Context: an optimization exercise on an open-source flow, tuned for small area. The choices shown serve that exercise and are no tape-out recipe. Power and IR drop assume default switching activity.

rev 12:
==> flow/design.v <==
module DFT( output [31:0] real_value,
            output [31:0] imag_value,
            input [7:0] in,
            input clk, rst );
function [23:0] raddl;
  input [22:0] a, b;
  input ci;
  integer i;
  reg c;
  begin
    c = ci;
    for (i = 0; i < 23; i = i + 1) begin
      raddl[i] = a[i] ^ b[i] ^ c;
      c = (a[i] & b[i]) | (a[i] & c) | (b[i] & c);
    end
    raddl[23] = c;
  end
endfunction
function [2:0] raddh0;
  input [2:0] a, b;
  integer i;
  reg c;
  begin
    c = 1'b0;
    for (i = 0; i < 3; i = i + 1) begin
      raddh0[i] = a[i] ^ b[i] ^ c;
      c = (a[i] & b[i]) | (a[i] & c) | (b[i] & c);
    end
  end
endfunction
function [2:0] raddh1;
  input [2:0] a, b;
  integer i;
  reg c;
  begin
    c = 1'b1;
    for (i = 0; i < 3; i = i + 1) begin
      raddh1[i] = a[i] ^ b[i] ^ c;
      c = (a[i] & b[i]) | (a[i] & c) | (b[i] & c);
    end
  end
endfunction
function [25:0] radd;
  input [25:0] a, b;
  input ci;
  reg [23:0] l;
  begin
    l = raddl(a[22:0], b[22:0], ci);
    radd = {l[23] ? raddh1(a[25:23], b[25:23]) : raddh0(a[25:23], b[25:23]), l[22:0]};
  end
endfunction
function [8:0] radd9;
  input [8:0] a, b;
  input ci;
  integer i;
  reg c;
  begin
    c = ci;
    for (i = 0; i < 9; i = i + 1) begin
      radd9[i] = a[i] ^ b[i] ^ c;
      c = (a[i] & b[i]) | (a[i] & c) | (b[i] & c);
    end
  end
endfunction
function [22:0] tab;
  input [2:0] c;
  input [2:0] d;
  begin
    case (c)
      3'd1: case (d) 3'd1: tab = 23'd1048576; 3'd2: tab = 23'd2097152; 3'd3: tab = 23'd3145728; 3'd4: tab = 23'd4194304; default: tab = 23'd0; endcase
      3'd2: case (d) 3'd1: tab = 23'd968758; 3'd2: tab = 23'd1937516; 3'd3: tab = 23'd2906274; 3'd4: tab = 23'd3875032; default: tab = 23'd0; endcase
      3'd3: case (d) 3'd1: tab = 23'd741456; 3'd2: tab = 23'd1482912; 3'd3: tab = 23'd2224368; 3'd4: tab = 23'd2965824; default: tab = 23'd0; endcase
      3'd4: case (d) 3'd1: tab = 23'd741455; 3'd2: tab = 23'd1482910; 3'd3: tab = 23'd2224365; 3'd4: tab = 23'd2965820; default: tab = 23'd0; endcase
      3'd5: case (d) 3'd1: tab = 23'd401272; 3'd2: tab = 23'd802544; 3'd3: tab = 23'd1203816; 3'd4: tab = 23'd1605088; default: tab = 23'd0; endcase
      3'd6: case (d) 3'd1: tab = 23'd401273; 3'd2: tab = 23'd802546; 3'd3: tab = 23'd1203819; 3'd4: tab = 23'd1605092; default: tab = 23'd0; endcase
      default: tab = 23'd0;
    endcase
  end
endfunction
reg [7:0] lo [0:7];    
reg [7:0] hi [0:7];    
reg [4:0] j;           
reg [3:0] k;           
reg ld;                
reg [25:0] accr, acci;
reg [25:0] outr, outi;
wire ldA = ld & ~k[0] & j[4] & j[0];
wire ldB = ld &  k[0] & ~j[4] & ~j[3] & j[0];
wire ldC = ld &  k[0] & ~j[4] &  j[3] & j[0];
wire ldD = ld &  k[0] &  j[4] & j[0];
integer q;
always @(posedge clk) begin
  lo[0] <= ldA ? in : lo[7];
  lo[1] <= ldB ? in : lo[0];
  hi[0] <= ldC ? in : hi[7];
  hi[1] <= ldD ? in : hi[0];
  for (q = 2; q < 8; q = q + 1) begin
    lo[q] <= lo[q-1];
    hi[q] <= hi[q-1];
  end
end
always @(posedge clk) begin
  if (rst) begin
    j <= 5'd16;
    k <= 4'd14;
    ld <= 1'b1;
  end else if (j == 5'd23) begin
    j <= 5'd0;
    k <= k + 4'd1;
    if (k == 4'd15) ld <= 1'b0;
  end else begin
    j <= j + 5'd1;
  end
end
wire [7:0] a = lo[7];
wire [7:0] b = hi[7];
wire kn0 = k[0] ^ (j == 5'd23);    
wire [8:0] un = radd9({a[7], a}, {b[7], b} ^ {9{kn0}}, kn0);
reg [2:0] n;
always @(*) begin
  case (j[2:0])
    3'd0: n = 3'd3;
    3'd1: n = 3'd4;
    3'd2: n = 3'd0;
    3'd3: n = 3'd5;
    3'd4: n = 3'd1;
    3'd5: n = 3'd6;
    3'd6: n = 3'd2;
    3'd7: n = 3'd7;
  endcase
end
reg [3:0] g;
wire [1:0] pn = (j == 5'd23) ? 2'd0 : (j == 5'd7) ? 2'd1 : (j == 5'd15) ? 2'd2 : j[4:3];
always @(*) begin
  case (pn)
    2'd0: g = {un[2:0], 1'b0};
    2'd1: g = un[5:2];
    default: g = un[8:5];
  endcase
end
reg [2:0] dmn;
reg dnn;
always @(*) begin
  case (g)
    4'd0: begin dmn = 3'd0; dnn = 1'b0; end
    4'd1: begin dmn = 3'd1; dnn = 1'b0; end
    4'd2: begin dmn = 3'd1; dnn = 1'b0; end
    4'd3: begin dmn = 3'd2; dnn = 1'b0; end
    4'd4: begin dmn = 3'd2; dnn = 1'b0; end
    4'd5: begin dmn = 3'd3; dnn = 1'b0; end
    4'd6: begin dmn = 3'd3; dnn = 1'b0; end
    4'd7: begin dmn = 3'd4; dnn = 1'b0; end
    4'd8: begin dmn = 3'd4; dnn = 1'b1; end
    4'd9: begin dmn = 3'd3; dnn = 1'b1; end
    4'd10: begin dmn = 3'd3; dnn = 1'b1; end
    4'd11: begin dmn = 3'd2; dnn = 1'b1; end
    4'd12: begin dmn = 3'd2; dnn = 1'b1; end
    4'd13: begin dmn = 3'd1; dnn = 1'b1; end
    4'd14: begin dmn = 3'd1; dnn = 1'b1; end
    4'd15: begin dmn = 3'd0; dnn = 1'b0; end
  endcase
end
reg [2:0] dm;
reg dn;
always @(posedge clk) begin
  dm <= dmn;
  dn <= dnn;
end
wire [3:0] m = ({4{n[0]}} & k) + ({4{n[1]}} & {k[2:0], 1'b0}) + ({4{n[2]}} & {k[1:0], 2'b00});
wire altc = k[0] & n[1];
wire alt_r = altc & (n[2] == (k[1] ^ k[2]));
wire alt_i = altc & (n[2] != (k[1] ^ k[2]));
reg [2:0] rcn, icn;
reg rsn, isn;
always @(*) begin
  case (m)
    4'd0: begin rsn = 1'b0; rcn = 3'd1; isn = 1'b0; icn = 3'd0; end
    4'd1: begin rsn = 1'b0; rcn = 3'd2; isn = 1'b1; icn = (alt_i ? 3'd6 : 3'd5); end
    4'd2: begin rsn = 1'b0; rcn = (alt_r ? 3'd4 : 3'd3); isn = 1'b1; icn = (alt_i ? 3'd4 : 3'd3); end
    4'd3: begin rsn = 1'b0; rcn = (alt_r ? 3'd6 : 3'd5); isn = 1'b1; icn = 3'd2; end
    4'd4: begin rsn = 1'b0; rcn = 3'd0; isn = 1'b1; icn = 3'd1; end
    4'd5: begin rsn = 1'b1; rcn = (alt_r ? 3'd6 : 3'd5); isn = 1'b1; icn = 3'd2; end
    4'd6: begin rsn = 1'b1; rcn = (alt_r ? 3'd4 : 3'd3); isn = 1'b1; icn = (alt_i ? 3'd4 : 3'd3); end
    4'd7: begin rsn = 1'b1; rcn = 3'd2; isn = 1'b1; icn = (alt_i ? 3'd6 : 3'd5); end
    4'd8: begin rsn = 1'b1; rcn = 3'd1; isn = 1'b0; icn = 3'd0; end
    4'd9: begin rsn = 1'b1; rcn = 3'd2; isn = 1'b0; icn = (alt_i ? 3'd6 : 3'd5); end
    4'd10: begin rsn = 1'b1; rcn = (alt_r ? 3'd4 : 3'd3); isn = 1'b0; icn = (alt_i ? 3'd4 : 3'd3); end
    4'd11: begin rsn = 1'b1; rcn = (alt_r ? 3'd6 : 3'd5); isn = 1'b0; icn = 3'd2; end
    4'd12: begin rsn = 1'b0; rcn = 3'd0; isn = 1'b0; icn = 3'd1; end
    4'd13: begin rsn = 1'b0; rcn = (alt_r ? 3'd6 : 3'd5); isn = 1'b0; icn = 3'd2; end
    4'd14: begin rsn = 1'b0; rcn = (alt_r ? 3'd4 : 3'd3); isn = 1'b0; icn = (alt_i ? 3'd4 : 3'd3); end
    4'd15: begin rsn = 1'b0; rcn = 3'd2; isn = 1'b0; icn = (alt_i ? 3'd6 : 3'd5); end
  endcase
end
wire [2:0] rc = rcn, ic = icn;
wire rs = rsn, is = isn;
wire [22:0] mr = tab(rc, dm);
wire [22:0] mi = tab(ic, dm);
wire nr = dn ^ rs;
wire ni = dn ^ is;
wire first = (j == 5'd0);
wire shift = (j == 5'd8) | (j == 5'd16);
wire [25:0] br = first ? 26'd0  : shift ? {{3{accr[25]}}, accr[25:3]} : accr;
wire [25:0] bi = first ? 26'd63 : shift ? {{3{acci[25]}}, acci[25:3]} : acci;
wire [25:0] sr = radd(br, {3'd0, mr} ^ {26{nr}}, nr);
wire [25:0] si = radd(bi, {3'd0, mi} ^ {26{ni}}, ni);
always @(posedge clk) begin
  accr <= sr;
  acci <= si;
  if (j == 5'd23) begin
    outr <= sr[25:0];
    outi <= si[25:0];
  end
end
assign real_value = {{3{outr[25]}}, outr, 3'b000};
assign imag_value = {{3{outi[25]}}, outi, 3'b000};
endmodule
export LEC_CHECK = 0
export ABC_AREA = 1
export CAP_MARGIN = 20
export CORE_MARGIN = 2
export CORE_UTILIZATION = 60
export CTS_CLUSTER_DIAMETER = 120
export CTS_CLUSTER_SIZE = 28
export SLEW_MARGIN = 20
create_clock -name core_clock -period 12.0 [get_ports {clk}]
standard.sh (not shown) runs the stock make flow with config.mk's settings and CLKGATE_MAP_FILE= SYNTH_SCRIPT=/design/flow/synth_recipe.tcl, a recipe that flattens the netlist after the stock synthesis.
==> flow/flow/run.sh <==
#!/bin/bash
# The standard layout, with the port buffers made from the smallest buffer cell.
set -euo pipefail
export BUFFER_PORTS_ARGS="-buffer_cell sky130_fd_sc_hd__buf_1"
bash standard.sh > standard.log 2>&1
Every stage of the flow completed for rev 12, and the final layout passed the timing, DRC and antenna checks.
Inputs modified between rev 12 and rev 13:
diff --git a/flow/design.v b/flow/design.v
--- a/flow/design.v
+++ b/flow/design.v
@@ -1,53 +1,53 @@
 module DFT( output [31:0] real_value,
             output [31:0] imag_value,
             input [7:0] in,
             input clk, rst );
-function [23:0] raddl;
-  input [22:0] a, b;
+function [21:0] raddl;
+  input [20:0] a, b;
   input ci;
   integer i;
   reg c;
   begin
     c = ci;
-    for (i = 0; i < 23; i = i + 1) begin
+    for (i = 0; i < 21; i = i + 1) begin
       raddl[i] = a[i] ^ b[i] ^ c;
       c = (a[i] & b[i]) | (a[i] & c) | (b[i] & c);
     end
-    raddl[23] = c;
-  end
-endfunction
-function [2:0] raddh0;
-  input [2:0] a, b;
+    raddl[21] = c;
+  end
+endfunction
+function [4:0] raddh0;
+  input [4:0] a, b;
   integer i;
   reg c;
   begin
     c = 1'b0;
-    for (i = 0; i < 3; i = i + 1) begin
+    for (i = 0; i < 5; i = i + 1) begin
       raddh0[i] = a[i] ^ b[i] ^ c;
       c = (a[i] & b[i]) | (a[i] & c) | (b[i] & c);
     end
   end
 endfunction
-function [2:0] raddh1;
-  input [2:0] a, b;
+function [4:0] raddh1;
+  input [4:0] a, b;
   integer i;
   reg c;
   begin
     c = 1'b1;
-    for (i = 0; i < 3; i = i + 1) begin
+    for (i = 0; i < 5; i = i + 1) begin
       raddh1[i] = a[i] ^ b[i] ^ c;
       c = (a[i] & b[i]) | (a[i] & c) | (b[i] & c);
     end
   end
 endfunction
 function [25:0] radd;
   input [25:0] a, b;
   input ci;
-  reg [23:0] l;
-  begin
-    l = raddl(a[22:0], b[22:0], ci);
-    radd = {l[23] ? raddh1(a[25:23], b[25:23]) : raddh0(a[25:23], b[25:23]), l[22:0]};
+  reg [21:0] l;
+  begin
+    l = raddl(a[20:0], b[20:0], ci);
+    radd = {l[21] ? raddh1(a[25:21], b[25:21]) : raddh0(a[25:21], b[25:21]), l[20:0]};
   end
 endfunction
 function [8:0] radd9;
   input [8:0] a, b;
==> comparison <==
- [rev 13] global routing met2 resource utilization rose 0.23 points relative to rev 12
- On via count, rev 13 does worse than rev 12.
- The lower clock network power share of rev 12 and rev 13 is in rev 13.
- Going from rev 12 to rev 13, combinational power share increased 0.5 points; die area saw a decrease; count of buffering cells on the critical path with inverters included decreased by 1 relative to the old numbers; met1 usage barely changed; clock period minus final worst setup slack fell 0.061 ns.
- When rev 13 is measured against rev 12, its critical path depth turns out about 5% higher.
- Rev 13 vs. rev 12: multi-input gate count went up by 7, post-placement cell count about even, global-route usage picked up an extra 0.46 points.
- | final non-filler cell area | rev 13 vs rev 12 | better |
No functional check of the RTL was part of any run of this note.

-- re-timing with driven ports --
How much do the figures lean on ideal ports? The routed layouts below were timed once more, with nothing changed but the port constraints.
Step 1 sets driving cells, clkbuf_16 on the clock port and buf_2 on the other inputs (assumed; they add their load-dependent delay and slew).
Step 2 adds t to the input delays and takes it off the output delays; t is the mean of the earliest and latest rising clock arrival at the registers after step 1. Input paths then give back, and output paths get back, about the clock's delay inside the block.
a / b / c = no drivers / after step 1 / after step 2; a / b = the first two.
| run | t, ns | slack for setup (ns) | slew at the worst register clock pin (ns) | worst data-port slew with drivers (ns) | pins driven straight from the clock port |
|---|---|---|---|---|---|
| rev 12 | 0.518 | 0.504 / 0.504 / 0.504 | 0.11 / 0.11 | 0.03 | 1 |
| rev 13 | 0.512 | 0.565 / 0.565 / 0.565 | 0.12 / 0.12 | 0.03 | 1 |
After both steps setup and hold are still met in every run listed.
